Context: an optimization exercise on an open-source flow, tuned for small area and a short achievable clock period. The choices shown serve that exercise and are no tape-out recipe. Only simulation tests tie the RTL to the original design; equivalence was not proved.

Setup of run a:
==> flow/design.v <==
`timescale 1ns / 1ps
module awstm(
        pps,
        tevt,
        evt,
        rst_n,
        clk
    );
    input pps;
    input [31:0] tevt;
    output [31:0] evt;
    input rst_n;
    input clk;
    reg r_pps;
    reg r_pps_lock;
    reg [14:0] r_k;           
    reg [26:0] r_td;
    reg [16:0] r_awstm;
    reg [30:0] r_tmev_next;
    reg [17:0] r_set_tmev;    
    reg [10:0] r_tcor;
    reg [7:0]  r_tcor_max;    
    reg r_eq;                 
    reg r_wrap;               
    wire evt_pps = pps & ~r_pps;
    assign evt = {r_set_tmev[17], 14'd0, r_set_tmev[16:0]};
    wire        low_zero = ~|r_td[18:0];
    wire [6:0]  a = (r_td[25:19] ^ {7{r_td[26]}}) + {6'd0, r_td[26] & low_zero};
    wire [6:0]  t1;
    wire [6:0]  t2;
    assign t1[6] = a[6];
    assign t1[5:0] = a[6:1] | a[5:0];
    assign t2[6] = t1[6];
    assign t2[5:0] = t1[6:1] ^ t1[5:0];
    wire [7:0]  tcm_next = {~(t1[1] & t1[2]), t2[0], t2[1], t2[2], t2[3], t2[4], t2[5], t2[6]};
    wire tcor_ge = r_tcor[10:3] >= r_tcor_max;
    wire [10:0] tcor_next = tcor_ge ? 11'd0 : r_tcor + 11'd1;
    wire eq_next = (tcor_next == {tcm_next, 3'd0});
    wire k_to = r_k[14] & ~r_k[12] & ~r_k[9] & ~r_k[8] & ~r_k[7] & ~r_k[2] & ~r_k[1] & ~r_k[0];
    wire cor = ~r_wrap & r_eq;
    wire inc0 = r_eq & r_td[26];
    wire inc2 = r_eq & ~r_td[26];
    wire at_99998 = (&r_awstm[16:15]) & (&r_awstm[10:9]) & r_awstm[7] & (&r_awstm[4:1]);
    wire at_99997 = (&r_awstm[16:15]) & (&r_awstm[10:9]) & r_awstm[7] & (&r_awstm[4:2]) & r_awstm[0];
    wire wrap_next = ~r_wrap & ((at_99998 & ~inc0) | (at_99997 & inc2));
    wire [16:0] aws_next = r_wrap ? 17'd0 : (inc2 ? r_awstm + 17'd2 : (inc0 ? r_awstm : r_awstm + 17'd1));
    wire [14:0] td_l = r_td[14:0];
    wire [11:0] td_h = r_td[26:15];
    wire [15:0] pk_l = {1'b0, td_l} + {1'b0, r_k};
    wire [11:0] td_h_p = td_h + 12'd1;
    wire [11:0] td_h_m = td_h - 12'd1;
    wire [11:0] pk_h = (r_k[14] == pk_l[15]) ? td_h : (pk_l[15] ? td_h_p : td_h_m);
    wire [14:0] pm_l = r_td[26] ? td_l + 15'd1 : td_l - 15'd1;
    wire        pm_c = r_td[26] ? (&td_l) : ~|td_l;
    wire [11:0] pm_h = pm_c ? (r_td[26] ? td_h_p : td_h_m) : td_h;
    wire [26:0] td_pk = {pk_h, pk_l[14:0]};
    wire [26:0] td_pm = {pm_h, pm_l};
    wire [16:0] tm_l = r_tmev_next[16:0];
    wire        tm_hz = ~|r_tmev_next[30:17];
    wire        tm_ho = &r_tmev_next[30:17];
    wire        l_ones = &tm_l;
    wire [16:0] e = ~(tm_l ^ r_awstm);
    wire [16:0] q;
    assign q[16:0] = {e[16:1] ^ ~(r_awstm[15:0] | ~tm_l[15:0]), ~e[0]};
    wire        m_eq = tm_hz & (&e);
    wire        m_p1 = (&q) & (l_ones ? tm_ho : tm_hz);
    wire        match = m_eq | m_p1;
    wire        tm_gt = ~tm_hz | (tm_l > 17'd99999);
    wire [30:0] tm_sum = tevt[30:0] + {14'd0, tm_l};
    wire [30:0] tm_sub = r_tmev_next - 31'd99999;
    wire [30:0] tm_keep = tm_gt ? tm_sub : r_tmev_next;
    always @(posedge clk or negedge rst_n) begin
        if (rst_n == 1'b0) begin
            r_pps <= 1'b0;
            r_pps_lock <= 1'b0;
            r_k <= 15'd9999;
            r_td <= 27'd0;
            r_tcor <= 11'd0;
            r_tcor_max <= 8'd128;
            r_eq <= 1'b0;
            r_wrap <= 1'b0;
            r_awstm <= 17'd0;
            r_tmev_next <= 31'd0;
            r_set_tmev <= 18'd0;
        end else begin
            r_pps <= pps;
            r_tcor_max <= tcm_next;
            r_tcor <= tcor_next;
            r_eq <= eq_next;
            r_wrap <= wrap_next;
            if (evt_pps) begin
                r_pps_lock <= 1'b1;
                r_k <= 15'd9999;
            end else if (k_to) begin
                r_pps_lock <= 1'b0;
                r_k <= 15'd4999;
            end else begin
                r_k <= r_k - 15'd1;
            end
            if (cor)
                r_td <= td_pm;
            else if (evt_pps)
                r_td <= td_pk;
            r_awstm <= aws_next;
            if (match)
                r_set_tmev <= {r_pps_lock, r_awstm};
            r_tmev_next <= (match & ~tm_gt) ? tm_sum : tm_keep;
        end
    end
endmodule
clock: 6.0 ns
lec_check: 0
cap_margin: 20
core_margin: 2
core_utilization: 40
cts_buf_list: sky130_fd_sc_hd__clkbuf_8
cts_cluster_diameter: 100
cts_cluster_size: 30
place_density: 0.6
setup_slack_margin: 2.8
slew_margin: 20
standard.sh (not shown) runs the stock make flow with config.mk's settings and CLKGATE_MAP_FILE= SYNTH_SCRIPT=/design/flow/synth_recipe.tcl, a recipe that flattens the netlist after the stock synthesis.
==> flow/flow/run.sh <==
#!/bin/bash
# Standard ORFS layout; the only change is the cell used to buffer the ports.
set -euo pipefail
bash standard.sh finish "BUFFER_PORTS_ARGS=-buffer_cell sky130_fd_sc_hd__buf_1" > make_finish.log 2>&1
[inputs] run b vs run a
- PLACE_DENSITY now 0.75, was 0.6
- CTS_CLUSTER_SIZE no longer set, was 30
- CTS_CLUSTER_DIAMETER no longer set, was 100
- CORE_UTILIZATION now 60, was 40
--- outcome ---
- Type of the worst setup path: in -> reg -> run a, reg -> reg -> run b
- As of run b, number of fill cells in the layout had fallen by more than a quarter compared to run a.
- STATUS core outline area: run b wins against run a
- Looking at vertical die dimension across run a and run b, the one that comes out higher is run a.
- Every stage of the flow completed for run b, and the final layout passed the timing, design-rule and antenna checks.
- Run b vs. run a: global-route usage now larger; setup slack dropped 0.022 ns; fraction of registers with async set or reset after synthesis roughly the same; via count up 1.4%; post-CTS setup repair buffer count decreased by 5 relative to the old numbers.

afterwards: timing with drivers on the ports:
The flow's constraints put no driver on any port. The routed layouts listed below were extracted and timed again, unchanged, in two steps.
Step 1 (the two cells are an assumption about what drives the block):
set clk [get_ports {clk}]
set_driving_cell -lib_cell sky130_fd_sc_hd__clkbuf_16 $clk
set_driving_cell -lib_cell sky130_fd_sc_hd__buf_2 [delete_from_list [all_inputs] $clk]
Step 2 moves the port delays by t, midway between the first and last clock arrival at a register: inputs arrive t later, outputs are due t later. That takes back most of the time a late clock gives input paths.
Slacks: ideal / step 1 / step 2; pairs: ideal / step 1.
run | t, ns | setup WS [ns] | worst data-port slew with drivers (ns)
run a | 0.484 | 2.885 / 2.895 / 2.420 | 0.03
run b | 0.493 | 2.863 / 2.863 / 2.435 | 0.08
After both steps setup and hold are still met in every run listed. The setup slack of run a, which loses most, moves by +0.010 ns with the drivers and by -0.465 ns with both steps.
